Context: an optimization exercise on an open-source flow, tuned for small area. The choices shown serve that exercise and are no tape-out recipe. Function not checked in this run: the RTL went through the layout flow alone.

<file path="design/flow/config.mk">
export PLATFORM = sky130hd
export DESIGN_NAME = processing_element
export DESIGN_NICKNAME = processing_element
export VERILOG_FILES = /design/flow/design.v
export SDC_FILE = /design/flow/constraint.sdc
export NUM_CORES = 4
export LEC_CHECK = 0
export CAP_MARGIN = 20
export CORE_MARGIN = 2
export CORE_UTILIZATION = 40
export CTS_BUF_LIST = sky130_fd_sc_hd__clkbuf_8
export GPL_TIMING_DRIVEN = 0
export SLEW_MARGIN = 20
export SYNTH_HIERARCHICAL = 1
</file>
<file path="design/flow/design.v">
module processing_element(activation, weight, out, clk, rst);
parameter NON_ZERO_WEIGHTS = 108,
          SPECIAL_CASE = 0,
          FRACTIONAL_BITS = 8,
          BIT_SIZE = 16;
output reg signed [BIT_SIZE-1:0] out;
input [BIT_SIZE-1:0] activation, weight;
input clk, rst;
reg [23:0] s_n;        
reg [15:0] d1, d2, d3, d4;   
reg [6:0] cnt;       
reg valid;           
wire load = (cnt == 0);
wire [23:0] nxt;
wire one1;
wire two2;
wire neg3;
wire x4;
wire x5;
wire x6;
wire x7;
wire x8;
wire x9;
wire x10;
wire x11;
wire x12;
wire x13;
wire x14;
wire x15;
wire x16;
wire x17;
wire x18;
wire x19;
wire pp20;
wire pp21;
wire pp22;
wire pp23;
wire pp24;
wire pp25;
wire pp26;
wire pp27;
wire pp28;
wire pp29;
wire pp30;
wire pp31;
wire pp32;
wire pp33;
wire pp34;
wire pp35;
wire pp36;
wire one37;
wire two38;
wire neg39;
wire x40;
wire x41;
wire x42;
wire x43;
wire x44;
wire x45;
wire x46;
wire x47;
wire x48;
wire x49;
wire x50;
wire x51;
wire x52;
wire x53;
wire x54;
wire x55;
wire pp56;
wire pp57;
wire pp58;
wire pp59;
wire pp60;
wire pp61;
wire pp62;
wire pp63;
wire pp64;
wire pp65;
wire pp66;
wire pp67;
wire pp68;
wire pp69;
wire pp70;
wire pp71;
wire pp72;
wire one73;
wire two74;
wire neg75;
wire x76;
wire x77;
wire x78;
wire x79;
wire x80;
wire x81;
wire x82;
wire x83;
wire x84;
wire x85;
wire x86;
wire x87;
wire x88;
wire x89;
wire x90;
wire x91;
wire pp92;
wire pp93;
wire pp94;
wire pp95;
wire pp96;
wire pp97;
wire pp98;
wire pp99;
wire pp100;
wire pp101;
wire pp102;
wire pp103;
wire pp104;
wire pp105;
wire pp106;
wire pp107;
wire pp108;
wire one109;
wire two110;
wire neg111;
wire x112;
wire x113;
wire x114;
wire x115;
wire x116;
wire x117;
wire x118;
wire x119;
wire x120;
wire x121;
wire x122;
wire x123;
wire x124;
wire x125;
wire x126;
wire x127;
wire pp128;
wire pp129;
wire pp130;
wire pp131;
wire pp132;
wire pp133;
wire pp134;
wire pp135;
wire pp136;
wire pp137;
wire pp138;
wire pp139;
wire pp140;
wire pp141;
wire pp142;
wire pp143;
wire pp144;
wire one145;
wire two146;
wire neg147;
wire x148;
wire x149;
wire x150;
wire x151;
wire x152;
wire x153;
wire x154;
wire x155;
wire x156;
wire x157;
wire x158;
wire x159;
wire x160;
wire x161;
wire x162;
wire x163;
wire pp164;
wire pp165;
wire pp166;
wire pp167;
wire pp168;
wire pp169;
wire pp170;
wire pp171;
wire pp172;
wire pp173;
wire pp174;
wire pp175;
wire pp176;
wire pp177;
wire pp178;
wire pp179;
wire one180;
wire two181;
wire neg182;
wire x183;
wire x184;
wire x185;
wire x186;
wire x187;
wire x188;
wire x189;
wire x190;
wire x191;
wire x192;
wire x193;
wire x194;
wire x195;
wire x196;
wire pp197;
wire pp198;
wire pp199;
wire pp200;
wire pp201;
wire pp202;
wire pp203;
wire pp204;
wire pp205;
wire pp206;
wire pp207;
wire pp208;
wire pp209;
wire pp210;
wire one211;
wire two212;
wire neg213;
wire x214;
wire x215;
wire x216;
wire x217;
wire x218;
wire x219;
wire x220;
wire x221;
wire x222;
wire x223;
wire x224;
wire x225;
wire pp226;
wire pp227;
wire pp228;
wire pp229;
wire pp230;
wire pp231;
wire pp232;
wire pp233;
wire pp234;
wire pp235;
wire pp236;
wire pp237;
wire one238;
wire two239;
wire neg240;
wire x241;
wire x242;
wire x243;
wire x244;
wire x245;
wire x246;
wire x247;
wire x248;
wire x249;
wire x250;
wire pp251;
wire pp252;
wire pp253;
wire pp254;
wire pp255;
wire pp256;
wire pp257;
wire pp258;
wire pp259;
wire pp260;
wire ac261;
wire ac262;
wire ac263;
wire ac264;
wire ac265;
wire ac266;
wire ac267;
wire ac268;
wire ac269;
wire ac270;
wire ac271;
wire ac272;
wire ac273;
wire ac274;
wire ac275;
wire ac276;
wire ac277;
wire ac278;
wire ac279;
wire ac280;
wire ac281;
wire ac282;
wire ac283;
wire ac284;
wire es285;
wire ec286;
wire es287;
wire ec288;
wire es289;
wire ec290;
wire es291;
wire hs292;
wire hc293;
wire hs294;
wire hc295;
wire fs296;
wire fc297;
wire hs298;
wire hc299;
wire fs300;
wire fc301;
wire hs302;
wire hc303;
wire fs304;
wire fc305;
wire fs306;
wire fc307;
wire hs308;
wire hc309;
wire fs310;
wire fc311;
wire fs312;
wire fc313;
wire hs314;
wire hc315;
wire fs316;
wire fc317;
wire fs318;
wire fc319;
wire fs320;
wire fc321;
wire fs322;
wire fc323;
wire fs324;
wire fc325;
wire fs326;
wire fc327;
wire fs328;
wire fc329;
wire fs330;
wire fc331;
wire fs332;
wire fc333;
wire fs334;
wire fc335;
wire fs336;
wire fc337;
wire fs338;
wire fc339;
wire fs340;
wire fc341;
wire fs342;
wire fc343;
wire fs344;
wire fc345;
wire fs346;
wire fc347;
wire fs348;
wire fc349;
wire hs350;
wire hc351;
wire fs352;
wire fc353;
wire fs354;
wire fc355;
wire fs356;
wire fc357;
wire hs358;
wire hc359;
wire fs360;
wire fc361;
wire hs362;
wire hs363;
wire hc364;
wire hs365;
wire hc366;
wire fs367;
wire fc368;
wire hs369;
wire hc370;
wire fs371;
wire fc372;
wire hs373;
wire hc374;
wire fs375;
wire fc376;
wire fs377;
wire fc378;
wire fs379;
wire fc380;
wire fs381;
wire fc382;
wire fs383;
wire fc384;
wire fs385;
wire fc386;
wire fs387;
wire fc388;
wire fs389;
wire fc390;
wire fs391;
wire fc392;
wire fs393;
wire fc394;
wire fs395;
wire fc396;
wire fs397;
wire fc398;
wire fs399;
wire fc400;
wire fs401;
wire fc402;
wire fs403;
wire fc404;
wire fs405;
wire fc406;
wire fs407;
wire fc408;
wire fs409;
wire fc410;
wire fs411;
wire fc412;
wire fs413;
wire fc414;
wire fs415;
wire fc416;
wire fs417;
wire fc418;
wire fs419;
wire fc420;
wire fs421;
wire fc422;
wire fs423;
wire fc424;
wire fs425;
wire fc426;
wire fs427;
wire fc428;
wire fs429;
wire fc430;
wire fs431;
wire fc432;
wire fs433;
wire fc434;
wire fs435;
wire fs436;
wire hs437;
wire hc438;
wire hs439;
wire hc440;
wire fs441;
wire fc442;
wire fs443;
wire fc444;
wire fs445;
wire fc446;
wire fs447;
wire fc448;
wire fs449;
wire fc450;
wire fs451;
wire fc452;
wire fs453;
wire fc454;
wire fs455;
wire fc456;
wire fs457;
wire fc458;
wire fs459;
wire fc460;
wire fs461;
wire fc462;
wire fs463;
wire fc464;
wire fs465;
wire fc466;
wire fs467;
wire fc468;
wire fs469;
wire fc470;
wire fs471;
wire fc472;
wire fs473;
wire fc474;
wire fs475;
wire fc476;
wire fs477;
wire fc478;
wire fs479;
wire hs480;
wire hc481;
wire hs482;
wire hc483;
wire fs484;
wire fc485;
wire fs486;
wire fc487;
wire fs488;
wire fc489;
wire fs490;
wire fc491;
wire fs492;
wire fc493;
wire fs494;
wire fc495;
wire fs496;
wire fc497;
wire fs498;
wire fc499;
wire fs500;
wire fc501;
wire fs502;
wire fc503;
wire fs504;
wire fc505;
wire fs506;
wire fc507;
wire fs508;
wire fc509;
wire fs510;
wire fc511;
wire fs512;
wire fc513;
wire fs514;
wire fc515;
wire fs516;
wire fc517;
wire fs518;
wire fc519;
wire fs520;
wire fc521;
wire fs522;
wire fc523;
wire fs524;
wire fc525;
wire fs526;
wire g527;
wire p528;
wire g529;
wire p530;
wire g531;
wire p532;
wire g533;
wire p534;
wire g535;
wire p536;
wire g537;
wire p538;
wire g539;
wire p540;
wire g541;
wire p542;
wire g543;
wire p544;
wire g545;
wire p546;
wire g547;
wire p548;
wire g549;
wire p550;
wire g551;
wire p552;
wire g553;
wire p554;
wire g555;
wire p556;
wire g557;
wire p558;
wire g559;
wire p560;
wire g561;
wire p562;
wire g563;
wire p564;
wire g565;
wire p566;
wire g567;
wire p568;
wire g569;
wire p570;
wire g571;
wire p572;
wire g573;
wire p574;
wire G575;
wire P576;
wire G577;
wire P578;
wire G579;
wire P580;
wire G581;
wire P582;
wire G583;
wire P584;
wire G585;
wire P586;
wire G587;
wire P588;
wire G589;
wire P590;
wire G591;
wire P592;
wire G593;
wire P594;
wire G595;
wire P596;
wire G597;
wire P598;
wire G599;
wire P600;
wire G601;
wire P602;
wire G603;
wire P604;
wire G605;
wire P606;
wire G607;
wire P608;
wire G609;
wire P610;
wire G611;
wire P612;
wire G613;
wire P614;
wire G615;
wire P616;
wire G617;
wire P618;
wire G619;
wire P620;
wire G621;
wire P622;
wire G623;
wire P624;
wire G625;
wire P626;
wire G627;
wire P628;
wire G629;
wire P630;
wire G631;
wire P632;
wire G633;
wire P634;
wire G635;
wire P636;
wire G637;
wire P638;
wire G639;
wire P640;
wire G641;
wire P642;
wire G643;
wire P644;
wire G645;
wire P646;
wire G647;
wire P648;
wire G649;
wire P650;
wire G651;
wire P652;
wire G653;
wire P654;
wire G655;
wire P656;
assign one1 = weight[0] ^ 1'b0;
assign two2 = (weight[1] & ~weight[0] & ~1'b0) | (~weight[1] & weight[0] & 1'b0);
assign neg3 = weight[1] & ~(weight[0] & 1'b0);
assign x4 = activation[0] ^ neg3;
assign x5 = activation[1] ^ neg3;
assign x6 = activation[2] ^ neg3;
assign x7 = activation[3] ^ neg3;
assign x8 = activation[4] ^ neg3;
assign x9 = activation[5] ^ neg3;
assign x10 = activation[6] ^ neg3;
assign x11 = activation[7] ^ neg3;
assign x12 = activation[8] ^ neg3;
assign x13 = activation[9] ^ neg3;
assign x14 = activation[10] ^ neg3;
assign x15 = activation[11] ^ neg3;
assign x16 = activation[12] ^ neg3;
assign x17 = activation[13] ^ neg3;
assign x18 = activation[14] ^ neg3;
assign x19 = activation[15] ^ neg3;
assign pp20 = ((one1 & x4) | (two2 & neg3));
pe_a22o u_sel1 (.a(one1), .b(x5), .c(two2), .d(x4), .y(pp21));
pe_a22o u_sel2 (.a(one1), .b(x6), .c(two2), .d(x5), .y(pp22));
pe_a22o u_sel3 (.a(one1), .b(x7), .c(two2), .d(x6), .y(pp23));
pe_a22o u_sel4 (.a(one1), .b(x8), .c(two2), .d(x7), .y(pp24));
pe_a22o u_sel5 (.a(one1), .b(x9), .c(two2), .d(x8), .y(pp25));
pe_a22o u_sel6 (.a(one1), .b(x10), .c(two2), .d(x9), .y(pp26));
pe_a22o u_sel7 (.a(one1), .b(x11), .c(two2), .d(x10), .y(pp27));
pe_a22o u_sel8 (.a(one1), .b(x12), .c(two2), .d(x11), .y(pp28));
pe_a22o u_sel9 (.a(one1), .b(x13), .c(two2), .d(x12), .y(pp29));
pe_a22o u_sel10 (.a(one1), .b(x14), .c(two2), .d(x13), .y(pp30));
pe_a22o u_sel11 (.a(one1), .b(x15), .c(two2), .d(x14), .y(pp31));
pe_a22o u_sel12 (.a(one1), .b(x16), .c(two2), .d(x15), .y(pp32));
pe_a22o u_sel13 (.a(one1), .b(x17), .c(two2), .d(x16), .y(pp33));
pe_a22o u_sel14 (.a(one1), .b(x18), .c(two2), .d(x17), .y(pp34));
pe_a22o u_sel15 (.a(one1), .b(x19), .c(two2), .d(x18), .y(pp35));
pe_a22oi u_sel16 (.a(one1), .b(x19), .c(two2), .d(x19), .y(pp36));
assign one37 = weight[2] ^ weight[1];
assign two38 = (weight[3] & ~weight[2] & ~weight[1]) | (~weight[3] & weight[2] & weight[1]);
assign neg39 = weight[3] & ~(weight[2] & weight[1]);
assign x40 = activation[0] ^ neg39;
assign x41 = activation[1] ^ neg39;
assign x42 = activation[2] ^ neg39;
assign x43 = activation[3] ^ neg39;
assign x44 = activation[4] ^ neg39;
assign x45 = activation[5] ^ neg39;
assign x46 = activation[6] ^ neg39;
assign x47 = activation[7] ^ neg39;
assign x48 = activation[8] ^ neg39;
assign x49 = activation[9] ^ neg39;
assign x50 = activation[10] ^ neg39;
assign x51 = activation[11] ^ neg39;
assign x52 = activation[12] ^ neg39;
assign x53 = activation[13] ^ neg39;
assign x54 = activation[14] ^ neg39;
assign x55 = activation[15] ^ neg39;
assign pp56 = ((one37 & x40) | (two38 & neg39));
pe_a22o u_sel17 (.a(one37), .b(x41), .c(two38), .d(x40), .y(pp57));
pe_a22o u_sel18 (.a(one37), .b(x42), .c(two38), .d(x41), .y(pp58));
pe_a22o u_sel19 (.a(one37), .b(x43), .c(two38), .d(x42), .y(pp59));
pe_a22o u_sel20 (.a(one37), .b(x44), .c(two38), .d(x43), .y(pp60));
pe_a22o u_sel21 (.a(one37), .b(x45), .c(two38), .d(x44), .y(pp61));
pe_a22o u_sel22 (.a(one37), .b(x46), .c(two38), .d(x45), .y(pp62));
pe_a22o u_sel23 (.a(one37), .b(x47), .c(two38), .d(x46), .y(pp63));
pe_a22o u_sel24 (.a(one37), .b(x48), .c(two38), .d(x47), .y(pp64));
pe_a22o u_sel25 (.a(one37), .b(x49), .c(two38), .d(x48), .y(pp65));
pe_a22o u_sel26 (.a(one37), .b(x50), .c(two38), .d(x49), .y(pp66));
pe_a22o u_sel27 (.a(one37), .b(x51), .c(two38), .d(x50), .y(pp67));
pe_a22o u_sel28 (.a(one37), .b(x52), .c(two38), .d(x51), .y(pp68));
pe_a22o u_sel29 (.a(one37), .b(x53), .c(two38), .d(x52), .y(pp69));
pe_a22o u_sel30 (.a(one37), .b(x54), .c(two38), .d(x53), .y(pp70));
pe_a22o u_sel31 (.a(one37), .b(x55), .c(two38), .d(x54), .y(pp71));
pe_a22oi u_sel32 (.a(one37), .b(x55), .c(two38), .d(x55), .y(pp72));
assign one73 = weight[4] ^ weight[3];
assign two74 = (weight[5] & ~weight[4] & ~weight[3]) | (~weight[5] & weight[4] & weight[3]);
assign neg75 = weight[5] & ~(weight[4] & weight[3]);
assign x76 = activation[0] ^ neg75;
assign x77 = activation[1] ^ neg75;
assign x78 = activation[2] ^ neg75;
assign x79 = activation[3] ^ neg75;
assign x80 = activation[4] ^ neg75;
assign x81 = activation[5] ^ neg75;
assign x82 = activation[6] ^ neg75;
assign x83 = activation[7] ^ neg75;
assign x84 = activation[8] ^ neg75;
assign x85 = activation[9] ^ neg75;
assign x86 = activation[10] ^ neg75;
assign x87 = activation[11] ^ neg75;
assign x88 = activation[12] ^ neg75;
assign x89 = activation[13] ^ neg75;
assign x90 = activation[14] ^ neg75;
assign x91 = activation[15] ^ neg75;
assign pp92 = ((one73 & x76) | (two74 & neg75));
pe_a22o u_sel33 (.a(one73), .b(x77), .c(two74), .d(x76), .y(pp93));
pe_a22o u_sel34 (.a(one73), .b(x78), .c(two74), .d(x77), .y(pp94));
pe_a22o u_sel35 (.a(one73), .b(x79), .c(two74), .d(x78), .y(pp95));
pe_a22o u_sel36 (.a(one73), .b(x80), .c(two74), .d(x79), .y(pp96));
pe_a22o u_sel37 (.a(one73), .b(x81), .c(two74), .d(x80), .y(pp97));
pe_a22o u_sel38 (.a(one73), .b(x82), .c(two74), .d(x81), .y(pp98));
pe_a22o u_sel39 (.a(one73), .b(x83), .c(two74), .d(x82), .y(pp99));
pe_a22o u_sel40 (.a(one73), .b(x84), .c(two74), .d(x83), .y(pp100));
pe_a22o u_sel41 (.a(one73), .b(x85), .c(two74), .d(x84), .y(pp101));
pe_a22o u_sel42 (.a(one73), .b(x86), .c(two74), .d(x85), .y(pp102));
pe_a22o u_sel43 (.a(one73), .b(x87), .c(two74), .d(x86), .y(pp103));
pe_a22o u_sel44 (.a(one73), .b(x88), .c(two74), .d(x87), .y(pp104));
pe_a22o u_sel45 (.a(one73), .b(x89), .c(two74), .d(x88), .y(pp105));
pe_a22o u_sel46 (.a(one73), .b(x90), .c(two74), .d(x89), .y(pp106));
pe_a22o u_sel47 (.a(one73), .b(x91), .c(two74), .d(x90), .y(pp107));
pe_a22oi u_sel48 (.a(one73), .b(x91), .c(two74), .d(x91), .y(pp108));
assign one109 = weight[6] ^ weight[5];
assign two110 = (weight[7] & ~weight[6] & ~weight[5]) | (~weight[7] & weight[6] & weight[5]);
assign neg111 = weight[7] & ~(weight[6] & weight[5]);
assign x112 = activation[0] ^ neg111;
assign x113 = activation[1] ^ neg111;
assign x114 = activation[2] ^ neg111;
assign x115 = activation[3] ^ neg111;
assign x116 = activation[4] ^ neg111;
assign x117 = activation[5] ^ neg111;
assign x118 = activation[6] ^ neg111;
assign x119 = activation[7] ^ neg111;
assign x120 = activation[8] ^ neg111;
assign x121 = activation[9] ^ neg111;
assign x122 = activation[10] ^ neg111;
assign x123 = activation[11] ^ neg111;
assign x124 = activation[12] ^ neg111;
assign x125 = activation[13] ^ neg111;
assign x126 = activation[14] ^ neg111;
assign x127 = activation[15] ^ neg111;
assign pp128 = ((one109 & x112) | (two110 & neg111));
pe_a22o u_sel49 (.a(one109), .b(x113), .c(two110), .d(x112), .y(pp129));
pe_a22o u_sel50 (.a(one109), .b(x114), .c(two110), .d(x113), .y(pp130));
pe_a22o u_sel51 (.a(one109), .b(x115), .c(two110), .d(x114), .y(pp131));
pe_a22o u_sel52 (.a(one109), .b(x116), .c(two110), .d(x115), .y(pp132));
pe_a22o u_sel53 (.a(one109), .b(x117), .c(two110), .d(x116), .y(pp133));
pe_a22o u_sel54 (.a(one109), .b(x118), .c(two110), .d(x117), .y(pp134));
pe_a22o u_sel55 (.a(one109), .b(x119), .c(two110), .d(x118), .y(pp135));
pe_a22o u_sel56 (.a(one109), .b(x120), .c(two110), .d(x119), .y(pp136));
pe_a22o u_sel57 (.a(one109), .b(x121), .c(two110), .d(x120), .y(pp137));
pe_a22o u_sel58 (.a(one109), .b(x122), .c(two110), .d(x121), .y(pp138));
pe_a22o u_sel59 (.a(one109), .b(x123), .c(two110), .d(x122), .y(pp139));
pe_a22o u_sel60 (.a(one109), .b(x124), .c(two110), .d(x123), .y(pp140));
pe_a22o u_sel61 (.a(one109), .b(x125), .c(two110), .d(x124), .y(pp141));
pe_a22o u_sel62 (.a(one109), .b(x126), .c(two110), .d(x125), .y(pp142));
pe_a22o u_sel63 (.a(one109), .b(x127), .c(two110), .d(x126), .y(pp143));
pe_a22oi u_sel64 (.a(one109), .b(x127), .c(two110), .d(x127), .y(pp144));
assign one145 = weight[8] ^ weight[7];
assign two146 = (weight[9] & ~weight[8] & ~weight[7]) | (~weight[9] & weight[8] & weight[7]);
assign neg147 = weight[9] & ~(weight[8] & weight[7]);
assign x148 = activation[0] ^ neg147;
assign x149 = activation[1] ^ neg147;
assign x150 = activation[2] ^ neg147;
assign x151 = activation[3] ^ neg147;
assign x152 = activation[4] ^ neg147;
assign x153 = activation[5] ^ neg147;
assign x154 = activation[6] ^ neg147;
assign x155 = activation[7] ^ neg147;
assign x156 = activation[8] ^ neg147;
assign x157 = activation[9] ^ neg147;
assign x158 = activation[10] ^ neg147;
assign x159 = activation[11] ^ neg147;
assign x160 = activation[12] ^ neg147;
assign x161 = activation[13] ^ neg147;
assign x162 = activation[14] ^ neg147;
assign x163 = activation[15] ^ neg147;
assign pp164 = ((one145 & x148) | (two146 & neg147));
pe_a22o u_sel65 (.a(one145), .b(x149), .c(two146), .d(x148), .y(pp165));
pe_a22o u_sel66 (.a(one145), .b(x150), .c(two146), .d(x149), .y(pp166));
pe_a22o u_sel67 (.a(one145), .b(x151), .c(two146), .d(x150), .y(pp167));
pe_a22o u_sel68 (.a(one145), .b(x152), .c(two146), .d(x151), .y(pp168));
pe_a22o u_sel69 (.a(one145), .b(x153), .c(two146), .d(x152), .y(pp169));
pe_a22o u_sel70 (.a(one145), .b(x154), .c(two146), .d(x153), .y(pp170));
pe_a22o u_sel71 (.a(one145), .b(x155), .c(two146), .d(x154), .y(pp171));
pe_a22o u_sel72 (.a(one145), .b(x156), .c(two146), .d(x155), .y(pp172));
pe_a22o u_sel73 (.a(one145), .b(x157), .c(two146), .d(x156), .y(pp173));
pe_a22o u_sel74 (.a(one145), .b(x158), .c(two146), .d(x157), .y(pp174));
pe_a22o u_sel75 (.a(one145), .b(x159), .c(two146), .d(x158), .y(pp175));
pe_a22o u_sel76 (.a(one145), .b(x160), .c(two146), .d(x159), .y(pp176));
pe_a22o u_sel77 (.a(one145), .b(x161), .c(two146), .d(x160), .y(pp177));
pe_a22o u_sel78 (.a(one145), .b(x162), .c(two146), .d(x161), .y(pp178));
pe_a22o u_sel79 (.a(one145), .b(x163), .c(two146), .d(x162), .y(pp179));
assign one180 = weight[10] ^ weight[9];
assign two181 = (weight[11] & ~weight[10] & ~weight[9]) | (~weight[11] & weight[10] & weight[9]);
assign neg182 = weight[11] & ~(weight[10] & weight[9]);
assign x183 = activation[0] ^ neg182;
assign x184 = activation[1] ^ neg182;
assign x185 = activation[2] ^ neg182;
assign x186 = activation[3] ^ neg182;
assign x187 = activation[4] ^ neg182;
assign x188 = activation[5] ^ neg182;
assign x189 = activation[6] ^ neg182;
assign x190 = activation[7] ^ neg182;
assign x191 = activation[8] ^ neg182;
assign x192 = activation[9] ^ neg182;
assign x193 = activation[10] ^ neg182;
assign x194 = activation[11] ^ neg182;
assign x195 = activation[12] ^ neg182;
assign x196 = activation[13] ^ neg182;
assign pp197 = ((one180 & x183) | (two181 & neg182));
pe_a22o u_sel80 (.a(one180), .b(x184), .c(two181), .d(x183), .y(pp198));
pe_a22o u_sel81 (.a(one180), .b(x185), .c(two181), .d(x184), .y(pp199));
pe_a22o u_sel82 (.a(one180), .b(x186), .c(two181), .d(x185), .y(pp200));
pe_a22o u_sel83 (.a(one180), .b(x187), .c(two181), .d(x186), .y(pp201));
pe_a22o u_sel84 (.a(one180), .b(x188), .c(two181), .d(x187), .y(pp202));
pe_a22o u_sel85 (.a(one180), .b(x189), .c(two181), .d(x188), .y(pp203));
pe_a22o u_sel86 (.a(one180), .b(x190), .c(two181), .d(x189), .y(pp204));
pe_a22o u_sel87 (.a(one180), .b(x191), .c(two181), .d(x190), .y(pp205));
pe_a22o u_sel88 (.a(one180), .b(x192), .c(two181), .d(x191), .y(pp206));
pe_a22o u_sel89 (.a(one180), .b(x193), .c(two181), .d(x192), .y(pp207));
pe_a22o u_sel90 (.a(one180), .b(x194), .c(two181), .d(x193), .y(pp208));
pe_a22o u_sel91 (.a(one180), .b(x195), .c(two181), .d(x194), .y(pp209));
pe_a22o u_sel92 (.a(one180), .b(x196), .c(two181), .d(x195), .y(pp210));
assign one211 = weight[12] ^ weight[11];
assign two212 = (weight[13] & ~weight[12] & ~weight[11]) | (~weight[13] & weight[12] & weight[11]);
assign neg213 = weight[13] & ~(weight[12] & weight[11]);
assign x214 = activation[0] ^ neg213;
assign x215 = activation[1] ^ neg213;
assign x216 = activation[2] ^ neg213;
assign x217 = activation[3] ^ neg213;
assign x218 = activation[4] ^ neg213;
assign x219 = activation[5] ^ neg213;
assign x220 = activation[6] ^ neg213;
assign x221 = activation[7] ^ neg213;
assign x222 = activation[8] ^ neg213;
assign x223 = activation[9] ^ neg213;
assign x224 = activation[10] ^ neg213;
assign x225 = activation[11] ^ neg213;
assign pp226 = ((one211 & x214) | (two212 & neg213));
pe_a22o u_sel93 (.a(one211), .b(x215), .c(two212), .d(x214), .y(pp227));
pe_a22o u_sel94 (.a(one211), .b(x216), .c(two212), .d(x215), .y(pp228));
pe_a22o u_sel95 (.a(one211), .b(x217), .c(two212), .d(x216), .y(pp229));
pe_a22o u_sel96 (.a(one211), .b(x218), .c(two212), .d(x217), .y(pp230));
pe_a22o u_sel97 (.a(one211), .b(x219), .c(two212), .d(x218), .y(pp231));
pe_a22o u_sel98 (.a(one211), .b(x220), .c(two212), .d(x219), .y(pp232));
pe_a22o u_sel99 (.a(one211), .b(x221), .c(two212), .d(x220), .y(pp233));
pe_a22o u_sel100 (.a(one211), .b(x222), .c(two212), .d(x221), .y(pp234));
pe_a22o u_sel101 (.a(one211), .b(x223), .c(two212), .d(x222), .y(pp235));
pe_a22o u_sel102 (.a(one211), .b(x224), .c(two212), .d(x223), .y(pp236));
pe_a22o u_sel103 (.a(one211), .b(x225), .c(two212), .d(x224), .y(pp237));
assign one238 = weight[14] ^ weight[13];
assign two239 = (weight[15] & ~weight[14] & ~weight[13]) | (~weight[15] & weight[14] & weight[13]);
assign neg240 = weight[15] & ~(weight[14] & weight[13]);
assign x241 = activation[0] ^ neg240;
assign x242 = activation[1] ^ neg240;
assign x243 = activation[2] ^ neg240;
assign x244 = activation[3] ^ neg240;
assign x245 = activation[4] ^ neg240;
assign x246 = activation[5] ^ neg240;
assign x247 = activation[6] ^ neg240;
assign x248 = activation[7] ^ neg240;
assign x249 = activation[8] ^ neg240;
assign x250 = activation[9] ^ neg240;
assign pp251 = ((one238 & x241) | (two239 & neg240));
pe_a22o u_sel104 (.a(one238), .b(x242), .c(two239), .d(x241), .y(pp252));
pe_a22o u_sel105 (.a(one238), .b(x243), .c(two239), .d(x242), .y(pp253));
pe_a22o u_sel106 (.a(one238), .b(x244), .c(two239), .d(x243), .y(pp254));
pe_a22o u_sel107 (.a(one238), .b(x245), .c(two239), .d(x244), .y(pp255));
pe_a22o u_sel108 (.a(one238), .b(x246), .c(two239), .d(x245), .y(pp256));
pe_a22o u_sel109 (.a(one238), .b(x247), .c(two239), .d(x246), .y(pp257));
pe_a22o u_sel110 (.a(one238), .b(x248), .c(two239), .d(x247), .y(pp258));
pe_a22o u_sel111 (.a(one238), .b(x249), .c(two239), .d(x248), .y(pp259));
pe_a22o u_sel112 (.a(one238), .b(x250), .c(two239), .d(x249), .y(pp260));
assign ac261 = ~(s_n[0] | load);
assign ac262 = ~(s_n[1] | load);
assign ac263 = ~(s_n[2] | load);
assign ac264 = ~(s_n[3] | load);
assign ac265 = ~(s_n[4] | load);
assign ac266 = ~(s_n[5] | load);
assign ac267 = ~(s_n[6] | load);
assign ac268 = ~(s_n[7] | load);
assign ac269 = ~(s_n[8] | load);
assign ac270 = ~(s_n[9] | load);
assign ac271 = ~(s_n[10] | load);
assign ac272 = ~(s_n[11] | load);
assign ac273 = ~(s_n[12] | load);
assign ac274 = ~(s_n[13] | load);
assign ac275 = ~(s_n[14] | load);
assign ac276 = ~(s_n[15] | load);
assign ac277 = ~(s_n[16] | load);
assign ac278 = ~(s_n[17] | load);
assign ac279 = ~(s_n[18] | load);
assign ac280 = ~(s_n[19] | load);
assign ac281 = ~(s_n[20] | load);
assign ac282 = ~(s_n[21] | load);
assign ac283 = ~(s_n[22] | load);
assign ac284 = ~(s_n[23] | load);
pe_ha u_ha113 (.a(ac275), .b(neg240), .s(es285), .co(ec286));
pe_ha u_ha114 (.a(ac276), .b(ec286), .s(es287), .co(ec288));
assign es289 = ~(ac277 ^ ec288);
assign ec290 = ac277 | ec288;
assign es291 = ~ac278;
pe_ha u_ha115 (.a(ac269), .b(neg147), .s(hs292), .co(hc293));
pe_ha u_ha116 (.a(ac270), .b(pp29), .s(hs294), .co(hc295));
pe_fa u_fa117 (.a(ac271), .b(neg182), .c(pp30), .s(fs296), .co(fc297));
pe_ha u_ha118 (.a(pp64), .b(pp98), .s(hs298), .co(hc299));
pe_fa u_fa119 (.a(ac272), .b(pp31), .c(pp65), .s(fs300), .co(fc301));
pe_ha u_ha120 (.a(pp99), .b(pp133), .s(hs302), .co(hc303));
pe_fa u_fa121 (.a(ac273), .b(neg213), .c(pp32), .s(fs304), .co(fc305));
pe_fa u_fa122 (.a(pp66), .b(pp100), .c(pp134), .s(fs306), .co(fc307));
pe_ha u_ha123 (.a(pp168), .b(pp199), .s(hs308), .co(hc309));
pe_fa u_fa124 (.a(ac274), .b(pp33), .c(pp67), .s(fs310), .co(fc311));
pe_fa u_fa125 (.a(pp101), .b(pp135), .c(pp169), .s(fs312), .co(fc313));
pe_ha u_ha126 (.a(pp200), .b(pp227), .s(hs314), .co(hc315));
pe_fa u_fa127 (.a(es285), .b(pp34), .c(pp68), .s(fs316), .co(fc317));
pe_fa u_fa128 (.a(pp102), .b(pp136), .c(pp170), .s(fs318), .co(fc319));
pe_fa u_fa129 (.a(pp201), .b(pp228), .c(pp251), .s(fs320), .co(fc321));
pe_fa u_fa130 (.a(es287), .b(pp35), .c(pp69), .s(fs322), .co(fc323));
pe_fa u_fa131 (.a(pp103), .b(pp137), .c(pp171), .s(fs324), .co(fc325));
pe_fa u_fa132 (.a(pp202), .b(pp229), .c(pp252), .s(fs326), .co(fc327));
pe_fa u_fa133 (.a(pp36), .b(pp70), .c(pp104), .s(fs328), .co(fc329));
pe_fa u_fa134 (.a(pp138), .b(pp172), .c(pp203), .s(fs330), .co(fc331));
pe_fa u_fa135 (.a(pp230), .b(pp253), .c(es289), .s(fs332), .co(fc333));
pe_fa u_fa136 (.a(es291), .b(pp71), .c(pp105), .s(fs334), .co(fc335));
pe_fa u_fa137 (.a(pp139), .b(pp173), .c(pp204), .s(fs336), .co(fc337));
pe_fa u_fa138 (.a(pp231), .b(pp254), .c(ec290), .s(fs338), .co(fc339));
pe_fa u_fa139 (.a(ac279), .b(ac278), .c(pp72), .s(fs340), .co(fc341));
pe_fa u_fa140 (.a(pp106), .b(pp140), .c(pp174), .s(fs342), .co(fc343));
pe_fa u_fa141 (.a(pp205), .b(pp232), .c(pp255), .s(fs344), .co(fc345));
pe_fa u_fa142 (.a(1'b1), .b(ac280), .c(pp107), .s(fs346), .co(fc347));
pe_fa u_fa143 (.a(pp141), .b(pp175), .c(pp206), .s(fs348), .co(fc349));
pe_ha u_ha144 (.a(pp233), .b(pp256), .s(hs350), .co(hc351));
pe_fa u_fa145 (.a(ac281), .b(pp108), .c(pp142), .s(fs352), .co(fc353));
pe_fa u_fa146 (.a(pp176), .b(pp207), .c(pp234), .s(fs354), .co(fc355));
pe_fa u_fa147 (.a(1'b1), .b(ac282), .c(pp143), .s(fs356), .co(fc357));
pe_ha u_ha148 (.a(pp177), .b(pp208), .s(hs358), .co(hc359));
pe_fa u_fa149 (.a(ac283), .b(pp144), .c(pp178), .s(fs360), .co(fc361));
assign hs362 = 1'b1 ^ ac284;
pe_ha u_ha150 (.a(ac265), .b(neg75), .s(hs363), .co(hc364));
pe_ha u_ha151 (.a(ac266), .b(pp25), .s(hs365), .co(hc366));
pe_fa u_fa152 (.a(ac267), .b(neg111), .c(pp26), .s(fs367), .co(fc368));
pe_ha u_ha153 (.a(pp60), .b(pp94), .s(hs369), .co(hc370));
pe_fa u_fa154 (.a(ac268), .b(pp27), .c(pp61), .s(fs371), .co(fc372));
pe_ha u_ha155 (.a(pp95), .b(pp129), .s(hs373), .co(hc374));
pe_fa u_fa156 (.a(hs292), .b(pp28), .c(pp62), .s(fs375), .co(fc376));
pe_fa u_fa157 (.a(pp96), .b(pp130), .c(pp164), .s(fs377), .co(fc378));
pe_fa u_fa158 (.a(hc293), .b(pp63), .c(pp97), .s(fs379), .co(fc380));
pe_fa u_fa159 (.a(pp131), .b(pp165), .c(hs294), .s(fs381), .co(fc382));
pe_fa u_fa160 (.a(pp132), .b(pp166), .c(pp197), .s(fs383), .co(fc384));
pe_fa u_fa161 (.a(hc295), .b(hs298), .c(fs296), .s(fs385), .co(fc386));
pe_fa u_fa162 (.a(pp167), .b(pp198), .c(hc299), .s(fs387), .co(fc388));
pe_fa u_fa163 (.a(hs302), .b(fc297), .c(fs300), .s(fs389), .co(fc390));
pe_fa u_fa164 (.a(pp226), .b(hc303), .c(hs308), .s(fs391), .co(fc392));
pe_fa u_fa165 (.a(fc301), .b(fs304), .c(fs306), .s(fs393), .co(fc394));
pe_fa u_fa166 (.a(hc309), .b(hs314), .c(fc305), .s(fs395), .co(fc396));
pe_fa u_fa167 (.a(fc307), .b(fs310), .c(fs312), .s(fs397), .co(fc398));
pe_fa u_fa168 (.a(hc315), .b(fc311), .c(fc313), .s(fs399), .co(fc400));
pe_fa u_fa169 (.a(fs316), .b(fs318), .c(fs320), .s(fs401), .co(fc402));
pe_fa u_fa170 (.a(fc317), .b(fc319), .c(fc321), .s(fs403), .co(fc404));
pe_fa u_fa171 (.a(fs322), .b(fs324), .c(fs326), .s(fs405), .co(fc406));
pe_fa u_fa172 (.a(fc323), .b(fc325), .c(fc327), .s(fs407), .co(fc408));
pe_fa u_fa173 (.a(fs328), .b(fs330), .c(fs332), .s(fs409), .co(fc410));
pe_fa u_fa174 (.a(fc329), .b(fc331), .c(fs334), .s(fs411), .co(fc412));
pe_fa u_fa175 (.a(fs336), .b(fc333), .c(fs338), .s(fs413), .co(fc414));
pe_fa u_fa176 (.a(fc335), .b(fc337), .c(fs340), .s(fs415), .co(fc416));
pe_fa u_fa177 (.a(fs342), .b(fs344), .c(fc339), .s(fs417), .co(fc418));
pe_fa u_fa178 (.a(hs350), .b(fc341), .c(fc343), .s(fs419), .co(fc420));
pe_fa u_fa179 (.a(fc345), .b(fs346), .c(fs348), .s(fs421), .co(fc422));
pe_fa u_fa180 (.a(pp257), .b(hc351), .c(fc347), .s(fs423), .co(fc424));
pe_fa u_fa181 (.a(fc349), .b(fs352), .c(fs354), .s(fs425), .co(fc426));
pe_fa u_fa182 (.a(pp235), .b(pp258), .c(hs358), .s(fs427), .co(fc428));
pe_fa u_fa183 (.a(fc353), .b(fc355), .c(fs356), .s(fs429), .co(fc430));
pe_fa u_fa184 (.a(pp209), .b(pp236), .c(pp259), .s(fs431), .co(fc432));
pe_fa u_fa185 (.a(hc359), .b(fc357), .c(fs360), .s(fs433), .co(fc434));
assign fs435 = hs362 ^ pp179 ^ pp210;
assign fs436 = pp237 ^ pp260 ^ fc361;
pe_ha u_ha186 (.a(ac263), .b(neg39), .s(hs437), .co(hc438));
pe_ha u_ha187 (.a(ac264), .b(pp23), .s(hs439), .co(hc440));
pe_fa u_fa188 (.a(hs363), .b(pp24), .c(pp58), .s(fs441), .co(fc442));
pe_fa u_fa189 (.a(hc364), .b(pp59), .c(pp93), .s(fs443), .co(fc444));
pe_fa u_fa190 (.a(pp128), .b(hc366), .c(hs369), .s(fs445), .co(fc446));
pe_fa u_fa191 (.a(hc370), .b(hs373), .c(fc368), .s(fs447), .co(fc448));
pe_fa u_fa192 (.a(hc374), .b(fc372), .c(fs375), .s(fs449), .co(fc450));
pe_fa u_fa193 (.a(fc376), .b(fc378), .c(fs379), .s(fs451), .co(fc452));
pe_fa u_fa194 (.a(fc380), .b(fs383), .c(fc382), .s(fs453), .co(fc454));
pe_fa u_fa195 (.a(fc384), .b(fs387), .c(fc386), .s(fs455), .co(fc456));
pe_fa u_fa196 (.a(fc388), .b(fs391), .c(fc390), .s(fs457), .co(fc458));
pe_fa u_fa197 (.a(fc392), .b(fc394), .c(fs395), .s(fs459), .co(fc460));
pe_fa u_fa198 (.a(fc396), .b(fc398), .c(fs399), .s(fs461), .co(fc462));
pe_fa u_fa199 (.a(fc400), .b(fc402), .c(fs403), .s(fs463), .co(fc464));
pe_fa u_fa200 (.a(fc404), .b(fc406), .c(fs407), .s(fs465), .co(fc466));
pe_fa u_fa201 (.a(fc408), .b(fs411), .c(fc410), .s(fs467), .co(fc468));
pe_fa u_fa202 (.a(fc412), .b(fs415), .c(fc414), .s(fs469), .co(fc470));
pe_fa u_fa203 (.a(fc416), .b(fs419), .c(fc418), .s(fs471), .co(fc472));
pe_fa u_fa204 (.a(fc420), .b(fc422), .c(fs423), .s(fs473), .co(fc474));
pe_fa u_fa205 (.a(fs427), .b(fc424), .c(fc426), .s(fs475), .co(fc476));
pe_fa u_fa206 (.a(fs431), .b(fc428), .c(fc430), .s(fs477), .co(fc478));
assign fs479 = fc432 ^ fs435 ^ fc434;
pe_ha u_ha207 (.a(ac261), .b(neg3), .s(hs480), .co(hc481));
pe_ha u_ha208 (.a(ac262), .b(pp21), .s(hs482), .co(hc483));
pe_fa u_fa209 (.a(hs437), .b(pp22), .c(pp56), .s(fs484), .co(fc485));
pe_fa u_fa210 (.a(hc438), .b(pp57), .c(hs439), .s(fs486), .co(fc487));
pe_fa u_fa211 (.a(pp92), .b(hc440), .c(fs441), .s(fs488), .co(fc489));
pe_fa u_fa212 (.a(hs365), .b(fc442), .c(fs443), .s(fs490), .co(fc491));
pe_fa u_fa213 (.a(fc444), .b(fs367), .c(fs445), .s(fs492), .co(fc493));
pe_fa u_fa214 (.a(fs371), .b(fc446), .c(fs447), .s(fs494), .co(fc495));
pe_fa u_fa215 (.a(fs377), .b(fc448), .c(fs449), .s(fs496), .co(fc497));
pe_fa u_fa216 (.a(fs381), .b(fc450), .c(fs451), .s(fs498), .co(fc499));
pe_fa u_fa217 (.a(fc452), .b(fs385), .c(fs453), .s(fs500), .co(fc501));
pe_fa u_fa218 (.a(fs389), .b(fc454), .c(fs455), .s(fs502), .co(fc503));
pe_fa u_fa219 (.a(fs393), .b(fc456), .c(fs457), .s(fs504), .co(fc505));
pe_fa u_fa220 (.a(fs397), .b(fc458), .c(fs459), .s(fs506), .co(fc507));
pe_fa u_fa221 (.a(fs401), .b(fc460), .c(fs461), .s(fs508), .co(fc509));
pe_fa u_fa222 (.a(fs405), .b(fc462), .c(fs463), .s(fs510), .co(fc511));
pe_fa u_fa223 (.a(fs409), .b(fc464), .c(fs465), .s(fs512), .co(fc513));
pe_fa u_fa224 (.a(fs413), .b(fc466), .c(fs467), .s(fs514), .co(fc515));
pe_fa u_fa225 (.a(fs417), .b(fc468), .c(fs469), .s(fs516), .co(fc517));
pe_fa u_fa226 (.a(fs421), .b(fc470), .c(fs471), .s(fs518), .co(fc519));
pe_fa u_fa227 (.a(fs425), .b(fc472), .c(fs473), .s(fs520), .co(fc521));
pe_fa u_fa228 (.a(fs429), .b(fc474), .c(fs475), .s(fs522), .co(fc523));
pe_fa u_fa229 (.a(fs433), .b(fc476), .c(fs477), .s(fs524), .co(fc525));
assign fs526 = fs436 ^ fc478 ^ fs479;
assign g527 = hs480 & pp20;
assign p528 = hs480 ^ pp20;
assign g529 = hc481 & hs482;
assign p530 = hc481 ^ hs482;
assign g531 = hc483 & fs484;
assign p532 = hc483 ^ fs484;
assign g533 = fc485 & fs486;
assign p534 = fc485 ^ fs486;
assign g535 = fc487 & fs488;
assign p536 = fc487 ^ fs488;
assign g537 = fc489 & fs490;
assign p538 = fc489 ^ fs490;
assign g539 = fc491 & fs492;
assign p540 = fc491 ^ fs492;
assign g541 = fc493 & fs494;
assign p542 = fc493 ^ fs494;
assign g543 = fc495 & fs496;
assign p544 = fc495 ^ fs496;
assign g545 = fc497 & fs498;
assign p546 = fc497 ^ fs498;
assign g547 = fc499 & fs500;
assign p548 = fc499 ^ fs500;
assign g549 = fc501 & fs502;
assign p550 = fc501 ^ fs502;
assign g551 = fc503 & fs504;
assign p552 = fc503 ^ fs504;
assign g553 = fc505 & fs506;
assign p554 = fc505 ^ fs506;
assign g555 = fc507 & fs508;
assign p556 = fc507 ^ fs508;
assign g557 = fc509 & fs510;
assign p558 = fc509 ^ fs510;
assign g559 = fc511 & fs512;
assign p560 = fc511 ^ fs512;
assign g561 = fc513 & fs514;
assign p562 = fc513 ^ fs514;
assign g563 = fc515 & fs516;
assign p564 = fc515 ^ fs516;
assign g565 = fc517 & fs518;
assign p566 = fc517 ^ fs518;
assign g567 = fc519 & fs520;
assign p568 = fc519 ^ fs520;
assign g569 = fc521 & fs522;
assign p570 = fc521 ^ fs522;
assign g571 = fc523 & fs524;
assign p572 = fc523 ^ fs524;
assign g573 = fc525 & fs526;
assign p574 = fc525 ^ fs526;
assign G575 = g529 | (p530 & g527);
assign P576 = p530 & p528;
assign G577 = g533 | (p534 & g531);
assign P578 = p534 & p532;
assign G579 = g537 | (p538 & g535);
assign P580 = p538 & p536;
assign G581 = g541 | (p542 & g539);
assign P582 = p542 & p540;
assign G583 = g545 | (p546 & g543);
assign P584 = p546 & p544;
assign G585 = g549 | (p550 & g547);
assign P586 = p550 & p548;
assign G587 = g553 | (p554 & g551);
assign P588 = p554 & p552;
assign G589 = g557 | (p558 & g555);
assign P590 = p558 & p556;
assign G591 = g561 | (p562 & g559);
assign P592 = p562 & p560;
assign G593 = g565 | (p566 & g563);
assign P594 = p566 & p564;
assign G595 = g569 | (p570 & g567);
assign P596 = p570 & p568;
assign G597 = g573 | (p574 & g571);
assign P598 = p574 & p572;
assign G599 = G577 | (P578 & G575);
assign P600 = P578 & P576;
assign G601 = G581 | (P582 & G579);
assign P602 = P582 & P580;
assign G603 = G585 | (P586 & G583);
assign P604 = P586 & P584;
assign G605 = G589 | (P590 & G587);
assign P606 = P590 & P588;
assign G607 = G593 | (P594 & G591);
assign P608 = P594 & P592;
assign G609 = G597 | (P598 & G595);
assign P610 = P598 & P596;
assign G611 = G601 | (P602 & G599);
assign P612 = P602 & P600;
assign G613 = G605 | (P606 & G603);
assign P614 = P606 & P604;
assign G615 = G609 | (P610 & G607);
assign P616 = P610 & P608;
assign G617 = G613 | (P614 & G611);
assign P618 = P614 & P612;
assign G619 = G615 | (P616 & G617);
assign P620 = P616 & P618;
assign G621 = G603 | (P604 & G611);
assign P622 = P604 & P612;
assign G623 = G607 | (P608 & G617);
assign P624 = P608 & P618;
assign G625 = G579 | (P580 & G599);
assign P626 = P580 & P600;
assign G627 = G583 | (P584 & G611);
assign P628 = P584 & P612;
assign G629 = G587 | (P588 & G621);
assign P630 = P588 & P622;
assign G631 = G591 | (P592 & G617);
assign P632 = P592 & P618;
assign G633 = G595 | (P596 & G623);
assign P634 = P596 & P624;
assign G635 = g531 | (p532 & G575);
assign P636 = p532 & P576;
assign G637 = g535 | (p536 & G599);
assign P638 = p536 & P600;
assign G639 = g539 | (p540 & G625);
assign P640 = p540 & P626;
assign G641 = g543 | (p544 & G611);
assign P642 = p544 & P612;
assign G643 = g547 | (p548 & G627);
assign P644 = p548 & P628;
assign G645 = g551 | (p552 & G621);
assign P646 = p552 & P622;
assign G647 = g555 | (p556 & G629);
assign P648 = p556 & P630;
assign G649 = g559 | (p560 & G617);
assign P650 = p560 & P618;
assign G651 = g563 | (p564 & G631);
assign P652 = p564 & P632;
assign G653 = g567 | (p568 & G623);
assign P654 = p568 & P624;
assign G655 = g571 | (p572 & G633);
assign P656 = p572 & P634;
assign nxt[0] = p528;
assign nxt[1] = (p530 ^ g527);
assign nxt[2] = (p532 ^ G575);
assign nxt[3] = (p534 ^ G635);
assign nxt[4] = (p536 ^ G599);
assign nxt[5] = (p538 ^ G637);
assign nxt[6] = (p540 ^ G625);
assign nxt[7] = (p542 ^ G639);
assign nxt[8] = (p544 ^ G611);
assign nxt[9] = (p546 ^ G641);
assign nxt[10] = (p548 ^ G627);
assign nxt[11] = (p550 ^ G643);
assign nxt[12] = (p552 ^ G621);
assign nxt[13] = (p554 ^ G645);
assign nxt[14] = (p556 ^ G629);
assign nxt[15] = (p558 ^ G647);
assign nxt[16] = (p560 ^ G617);
assign nxt[17] = (p562 ^ G649);
assign nxt[18] = (p564 ^ G631);
assign nxt[19] = (p566 ^ G651);
assign nxt[20] = (p568 ^ G623);
assign nxt[21] = (p570 ^ G653);
assign nxt[22] = (p572 ^ G633);
assign nxt[23] = (p574 ^ G655);
always @(posedge clk) begin
  s_n <= ~nxt;
  d1 <= s_n[FRACTIONAL_BITS+15:FRACTIONAL_BITS];
  d2 <= d1;
  d3 <= d2;
  d4 <= d3;
  if (!rst) begin
    cnt <= 0;
    valid <= 1'b0;
    out <= 0;
  end else begin
    cnt <= (cnt == NON_ZERO_WEIGHTS - 1) ? 7'd0 : cnt + 7'd1;
    valid <= valid | (cnt == 4);
    out <= valid ? ~d4 : 16'd0;
  end
end
endmodule
module pe_fa(a, b, c, s, co);
input a, b, c;
output s, co;
assign s = a ^ b ^ c;
assign co = (a & b) | (a & c) | (b & c);
endmodule
module pe_a22o(a, b, c, d, y);
input a, b, c, d;
output y;
assign y = (a & b) | (c & d);
endmodule
module pe_a22oi(a, b, c, d, y);
input a, b, c, d;
output y;
assign y = ~((a & b) | (c & d));
endmodule
module pe_ha(a, b, s, co);
input a, b;
output s, co;
assign s = a ^ b;
assign co = a & b;
endmodule
</file>
<file path="design/flow/flow/run.sh">
#!/bin/bash
# Standard layout; ports buffered with a small buffer, synthesis buffers removed before placement.
set -euo pipefail
export BUFFER_PORTS_ARGS="-buffer_cell sky130_fd_sc_hd__buf_1"
export REMOVE_ABC_BUFFERS=1
export RECOVER_POWER=100
bash standard.sh > standard_flow.log 2>&1
</file>
<file path="design/flow/standard.sh">
#!/bin/bash
# synth_recipe.tcl (not shown) runs the flow's synth.tcl, then flattens the netlist and writes it again
# the make line also repeats each setting of config.mk as NAME=value (left out here)
make -C /OpenROAD-flow-scripts/flow DESIGN_CONFIG=/design/flow/config.mk WORK_HOME=/design/flow/orfs CLKGATE_MAP_FILE= SYNTH_SCRIPT=/design/flow/synth_recipe.tcl "${@:-finish}"
</file>
<file path="design/flow/constraint.sdc">
create_clock -name core_clock -period 6.5 [get_ports {clk}]
set_input_delay 1.3000 -clock core_clock [delete_from_list [all_inputs] [get_ports {clk}]]
set_output_delay 1.3000 -clock core_clock [all_outputs]
set_load 0.01 [all_outputs]
</file>
==> flow_summary.json <==
{
  "dpl.hpwl_mm": 14.2,
  "critPathRequiredTime_ns": 6.83,
  "use_met3_pct": 3.03,
  "fin_crit_ns": 6.26,
  "cts_tree": "built",
  "grt_overflow_total": 0,
  "setup_tns_ns": 0,
  "synth-edff-count": 0,
  "maxSlewViolCount": 0,
  "synth_top_family_by_area": "adder cells",
  "min_period_over_period_pct": 96.2,
  "synthSimpleGateAreaFrac_pct": 5.90,
  "rows": 53,
  "start_util_pct": 40.4,
  "synth_top_cell_by_area": "dfxtp_1",
  "synth_adder_area_share_pct": 33.7,
  "drtIter0Drc": 251,
  "critPathMaxFanout": 6,
  "root_buffer": "clkbuf_8",
  "grt_use_met1_pct": 24.0,
  "rsz0062_at_grt": "false",
  "holdWs_ns": 0.322,
  "grt_use_met2_pct": 28.0,
  "ys.flop_type": "dfxtp_1",
  "nFillCells": 2029,
  "seq_area_frac_synth_pct": 26.6,
  "grt_start_max_net_pins": 23,
  "clock_latency_ns": 0.39,
  "dr.pass1.iters": 7,
  "cts_buffers": 9,
  "synth_compound_area_share_pct": 15.6,
  "synth_top_area_share_pct": 26.6,
  "synth_area_sq_um": 8420,
  "clock_skew_ns": 0.0140,
  "core_sq_um": 20800,
  "path_cells": "buf_2 > ha_2 > nand2b_4 > buf_4 > xnor2_1 > a22o_1 > ha_1 > fa_1 > fa_1 > fa_1 > ha_4 > and4_1 > nand3_1 > a21o_4 > a2111oi_4 > o41ai_2 > fa_2 > xnor2_1 > xnor2_1 > xnor2_1 > xnor2_1",
  "die_height_um": 149,
  "yosysUniqueCellTypes": 39,
  "die_x_um": 149,
  "antenna_found_initial": 0,
  "die_area_sq_um": 22200,
  "crit_path_start_kind": "input pin",
  "vias": 5564,
  "multi_input_area_sq_um": 6100,
  "relSlewSlack_pct": 50.1,
  "r2r_cells": 21,
  "setup_viol": 0,
  "antenna_left": 0,
  "top_usage_layer": "met2",
  "yosysMostFrequentCell": "a22o_1",
  "synthCells": 742,
  "critical_path_class": "input pin to flop",
  "yosysWarningCount": 7,
  "io_buffers": 49,
  "wl_per_cell_um": 17.1,
  "routed_via_density": 5.15,
  "slowest_stage": "fa_1",
  "ys_ff_latch": 112,
  "hold_class": "flop to flop",
  "fmax_mhz": 160,
  "cts.htree.levels": 3,
  "hold_viol_final": 0,
  "antenna_cells": 0,
  "hold_depth": 0,
  "endpoint_kind": "flop",
  "synth_xor_area_share_pct": 14.7,
  "cts_buffer_depth": 2,
  "cpPeakStageDelay_ns": 0.51,
  "drv_cap": 0,
  "synth.avg_cell_area_sq_um": 11.3,
  "register_area_sq_um": 2240,
  "place_congestion": 0.832,
  "io_pins": 50,
  "crit_path_frequent_cell": "xnor2_1",
  "worstMarginPinSlew_ns": 0.745,
  "grt_pass1_wl_mm": 29.7,
  "yosys-top-cells-area": "dfxtp_1, fa_1, a22o_1",
  "track_usage_pct": 17.4,
  "wirelength_mm": 18.5,
  "status": "no timing/DRC/antenna violations",
  "clk_pin_slew_worst_paths_ns": 0.12,
  "drive_gt1_share_pct": 11.6,
  "grt_pass1_vias": 5539,
  "async_reset_ff_share_pct": 0,
  "nets": 994,
  "area_growth_pct": 13.3,
  "cts_sinks": 112,
  "muxShareOfSynthArea_pct": 0,
  "worstPathArrival_ns": 6.58,
  "synth.top_cells.by_count": "a22o_1, xnor2_1, dfxtp_1",
  "drc": 0
}
-- layout by cell type, fill, tap and decap left out, types with 7 or more instances in the layout --
master    instances
a22o_1          115
xnor2_1         114
dfxtp_1         112
fa_1            110
nor2_1           48
ha_1             43
buf_1            41
inv_1            40
buf_4            28
xor2_1           27
clkbuf_8          9
a21o_1            8
nand2b_1          8
nand2b_4          7
nand3b_1          7
-- stage by stage --
step	utilization (%)	cell area [sq um]	cells	setup WS (ns)
finish	45.8	9540	1080	0.244
global route	45.8	9540	1080	0.0417
CTS	44.9	9350	1064	0.0208
detailed placement	42.4	8840	1034	-1.52
global placement	42.3	8810	1033	-2.26
floorplan	-	8280	709	-0.208
-- modules after synthesis (local to each module, per instance) --
module | copies in the design | cells inside | cell area, sq um | flip-flops and latches
pe_a22o | 108 | 1 | 8.76 | 0
pe_a22oi | 4 | 1 | 12.5 | 0
pe_fa | 99 | 1 | 20.0 | 0
pe_ha | 18 | 1 | 12.5 | 0
processing_element | 1 | 513 | 5220 | 112
-- critical path: cells and delay by family --
family | cells | cell delay (ns)
adder cells (fa/ha/maj) | 7 | 2.56
AO/OA/AOI/OAI | 4 | 1.05
buffers and inverters | 2 | 0.34
XOR/XNOR | 5 | 0.75
AND/OR/NAND/NOR | 3 | 0.55
-- routing by layer --
layer / share of wire [%] / up-vias
li1: - / 2645
met5: 0 / -
met3: 4.6 / 20
met1: 47 / 2779
met2: 46 / 120
met4: 2.1 / 0
-- path summary, 6_finish.rpt --
check	startpoint	to	slack, ns
min reg2reg	d2[11]	d3[11]	0.32
min	d2[11]	d3[11]	0.32
max reg2reg	cnt[0]	s_n[23]	0.42
max	weight[3]	s_n[23]	0.24
-- sequential cells by signal, indices dropped and copies added, names as in the netlist --
signal / flops
d4: 16
s_n: 24
cnt: 7
d1: 16
d3: 16
d2: 16
valid: 1
out: 16
-- kinds of logic (layout without fill, tap and decap cells) --
logic type,count (synthesis),in the layout
and+or+nand+nor,97,98
other,1,2
buffers and inverters,75,136
xor gates and xnor gates,141,141
DFF,112,112
adders and majority gates,160,160
AOI/OAI and AO/OA,156,156
-- repair_timing --
action                                  4_1_cts  5_1_grt
hold buffers                                  0        0
resized for setup                            35       15
setup buffers                                13       16
pin swaps                                     2        3
endpoints found under the setup margin        9        1
cloned                                        1        0
-- final cells by class --
cell class | count | area share [%]
Clock inverter | 7 | 1.17
Timing Repair Buffer | 79 | 4.83
Inverter | 41 | 1.61
Multi-Input combinational cell | 557 | 64.0
Sequential cell | 112 | 23.5
Clock buffer | 9 | 1.30
Tap cell | 275 | 3.61

==> port drivers added, routing unchanged <==
How much do the figures lean on ideal ports? The routed layout below was timed once more, with nothing changed but the port constraints. Step 1 sets driving cells, clkbuf_16 on the clock port and buf_2 on the other inputs (assumed; they add their load-dependent delay and slew). Step 2 times the ports against the registers' clock, not the clock port: input delays grow and output delays shrink by t, the midpoint of the rising clock arrivals with the driver on. a / b / c = ideal ports / drivers / drivers and shift; a / b = the first two.
t, ns: 0.422
setup slack, ns: 0.244 / 0.259 / -0.163
worst setup path at the end: input to register
worst register clock-pin slew, ns: 0.12 / 0.12
pins driven straight from the clock port: 1
Met with ideal ports but missed after step 2: setup timing in this run. The setup slack of this run moves by +0.015 ns with the drivers and by -0.407 ns with both steps.
